This is an optimization exercise on Yosys and OpenROAD, whose aim is small area, a short achievable clock period and few clock cycles per item, not a production implementation. In this exercise RTL edits were held to simulation tests only and were not proved equivalent to the original.

// aes_8_bit
module aes_8_bit (rst, clk, key_in, d_in, d_out, d_vld);
    input rst, clk;
    input [7:0] key_in;
    input [7:0] d_in;
    output reg [7:0] d_out;
    output reg d_vld;
    reg [6:0] cnt;
    always @(posedge clk) begin
        if (rst) cnt <= 7'd0;
        else if (cnt != 7'd127) cnt <= cnt + 7'd1;
    end
    localparam CW = 32;
    localparam [CW-1:0] CW0 = 32'b10000010000000000000000000000001;
    wire [CW-1:0] nx;
  ...
For scale: ~2000 cells after synthesis, roughly 390 flip-flops, about 27 I/O pins, ~21000 sq um of cells after synthesis.
export LEC_CHECK = 0
export CAP_MARGIN = 20
export CORE_MARGIN = 2
export CORE_UTILIZATION = 55
export SETUP_SLACK_MARGIN = 4.6
export SLEW_MARGIN = 20
create_clock -name core_clock -period 7.0 [get_ports {clk}]
run.sh (not shown) runs the stock make flow with config.mk's settings and CLKGATE_MAP_FILE= SYNTH_SCRIPT=/design/flow/synth_recipe.tcl, a recipe that flattens the netlist after the stock synthesis.
Testbench counts at the start, summed over its fixed seeds: cycles 47,104, blocks 512.
Rerun with:
Settings changed: PLACE_DENSITY_LB_ADDON set to 0.1, SETUP_SLACK_MARGIN 4.6 to 4.3.
Outcome: The new run produced a clean layout; clock-buffer cell count rises by 6; worst setup slack loses 0.0064 ns; area after synthesis is unchanged; via count decreases by a few percent; core utilization shrinks by 6.1 points; maximum frequency barely changes; design area fell by a little under a tenth.
Rerun with:
Settings changed: ABC_CLOCK_PERIOD_IN_PS set to 2800, PLACE_DENSITY_LB_ADDON 0.1 to unset.
Outcome: Setup slack degrades by 0.0086 ns. Utilization went down by 1.3 points. Design area is lower by 1.9%.
Rerun with:
Settings changed: ABC_CLOCK_PERIOD_IN_PS 2800 to unset, CAP_MARGIN 20 to 5, SLEW_MARGIN 20 to 5.
Outcome: The new run completed without violations. Non-clock buffer count grows by 3. Setup slack gets worse by 0.11 ns. Count of clock-buffer cells in the layout grows by 9. Die area is unchanged. Area after synthesis stays the same. Fmax shrinks by 3.9%. Global-route usage grows by 0.15 points. Core utilization grows by 0.63 points.
Rerun with:
Settings changed: CAP_MARGIN 5 to 20, SETUP_SLACK_MARGIN 4.3 to 4.4, SLEW_MARGIN 5 to 20.
Result:
- worst hold slack stays flat
- clock skew shrinks by 0.012 ns
- maximum frequency rose by 6.1%
- cell area grows by 3.2%
- routed wire length went up by 1.6%
- via count rose by 1.3%
- setup slack gets better by 0.16 ns
- global-route usage went up by 0.21 points
Rerun with:
Settings changed: GPL_ROUTABILITY_DRIVEN set to 0, GPL_TIMING_DRIVEN set to 1, SETUP_SLACK_MARGIN 4.4 to 4.3.
Result: Worst setup slack loses 0.042 ns; area after synthesis is unchanged; via count falls by 0.50%; sequential share of layout area increases by 1.1 points.

## job 6096
Starting RTL as in the previous note.
Settings: LEC_CHECK=0, CAP_MARGIN=20, CORE_MARGIN=2, CORE_UTILIZATION=50, SETUP_SLACK_MARGIN=4.3, SLEW_MARGIN=20; clock period 7.0 ns.
Per the final summary, job 6096 finished and its layout is clean on timing, DRC and antenna.
Testbench counts of job 6096, summed over its fixed seeds: cycles 47,104, blocks 512.
#### Input delta (job 6038 over job 6096)
- ABC_AREA: unset -> 1
- CORE_UTILIZATION: 50 -> 55
Per the final summary, job 6038 finished and its layout is clean on timing, DRC and antenna. Design area, job 6038 and job 6096, higher one = job 6038. | clock period minus final worst setup slack | job 6038 vs job 6096 | better |. Critical path depth: job 6038 and job 6096 compared, lower one is job 6096. Job 6096 → job 6038: final core utilization rose 2.9 points; first-pass GRT wire length rose about 30%; normalized max-slew margin fell 3.0 points.

== v34 ==
Starting RTL as in the previous note.
clock: 7.0 ns
lec_check: 0
cap_margin: 20
cell_pad_in_sites_detail_placement: 0
cell_pad_in_sites_global_placement: 0
core_margin: 2
core_utilization: 55
setup_slack_margin: 4.3
slew_margin: 20
v34 went all the way through synthesis, placement and routing and the layout is clean on timing, DRC and antenna.
Testbench counts of v34, summed over its fixed seeds: cycles 47,104, blocks 512.
The following lists how v8 was set up differently from v34:
- removing CELL_PAD_IN_SITES_DETAIL_PLACEMENT (formerly 0)
- removing CELL_PAD_IN_SITES_GLOBAL_PLACEMENT (formerly 0)
==> run summary <==
- [compare] base=v34 new=v8: clock-cell share of area ~0 delta, final non-filler cell total closely matched the old numbers, count of vias placed by the detailed router was more or less identical, detailed placement HPWL was more or less identical.
- ~same die area in v34 and v8
- Final worst-path setup slack: v34 vs v8 identical

## re-timing with driven ports
Ports are ideal in the flow. The routed layouts listed here were re-timed in OpenROAD.
Step 1 (the two cells are an assumption about what drives the block):
set clk [get_ports {clk}]
set_driving_cell -lib_cell sky130_fd_sc_hd__clkbuf_16 $clk
set_driving_cell -lib_cell sky130_fd_sc_hd__buf_2 [delete_from_list [all_inputs] $clk]
Step 2 also shifts input and output timing later by t, the mid clock arrival at the registers, as if the neighbouring blocks saw the same clock.
a / b / c = ideal / step 1 / step 2; a / b = the first two.
| run | shift t [ns] | setup slack, ns | worst setup path after step 2 | worst slew at a driven data input, ns |
|---|---|---|---|---|
| the first run of note 1 | 0.626 | 4.278 / 4.278 / 3.765 | input to register | 0.03 |
| the second run of note 1 | 0.625 | 4.271 / 4.271 / 3.746 | input to register | 0.04 |
| the third run of note 1 | 0.631 | 4.263 / 4.263 / 3.694 | input to register | 0.03 |
| the fourth run of note 1 | 0.627 | 4.151 / 4.151 / 3.722 | input to register | 0.03 |
| the fifth run of note 1 | 0.615 | 4.314 / 4.314 / 3.816 | input to register | 0.03 |
| the sixth run of note 1 | 0.614 | 4.272 / 4.287 / 3.690 | input to register | 0.03 |
| job 6096 | 0.621 | 4.273 / 4.273 / 3.688 | input to register | 0.03 |
| job 6038 | 0.629 | 4.345 / 4.345 / 3.791 | input to register | 0.04 |
| v34 | 0.631 | 4.263 / 4.263 / 3.694 | input to register | 0.03 |
| v8 | 0.631 | 4.263 / 4.263 / 3.694 | input to register | 0.03 |
After both steps every run listed still meets setup and hold. For job 6096, which loses most, drivers alone change the setup slack by 0.000 ns; drivers and shift together by -0.585 ns.
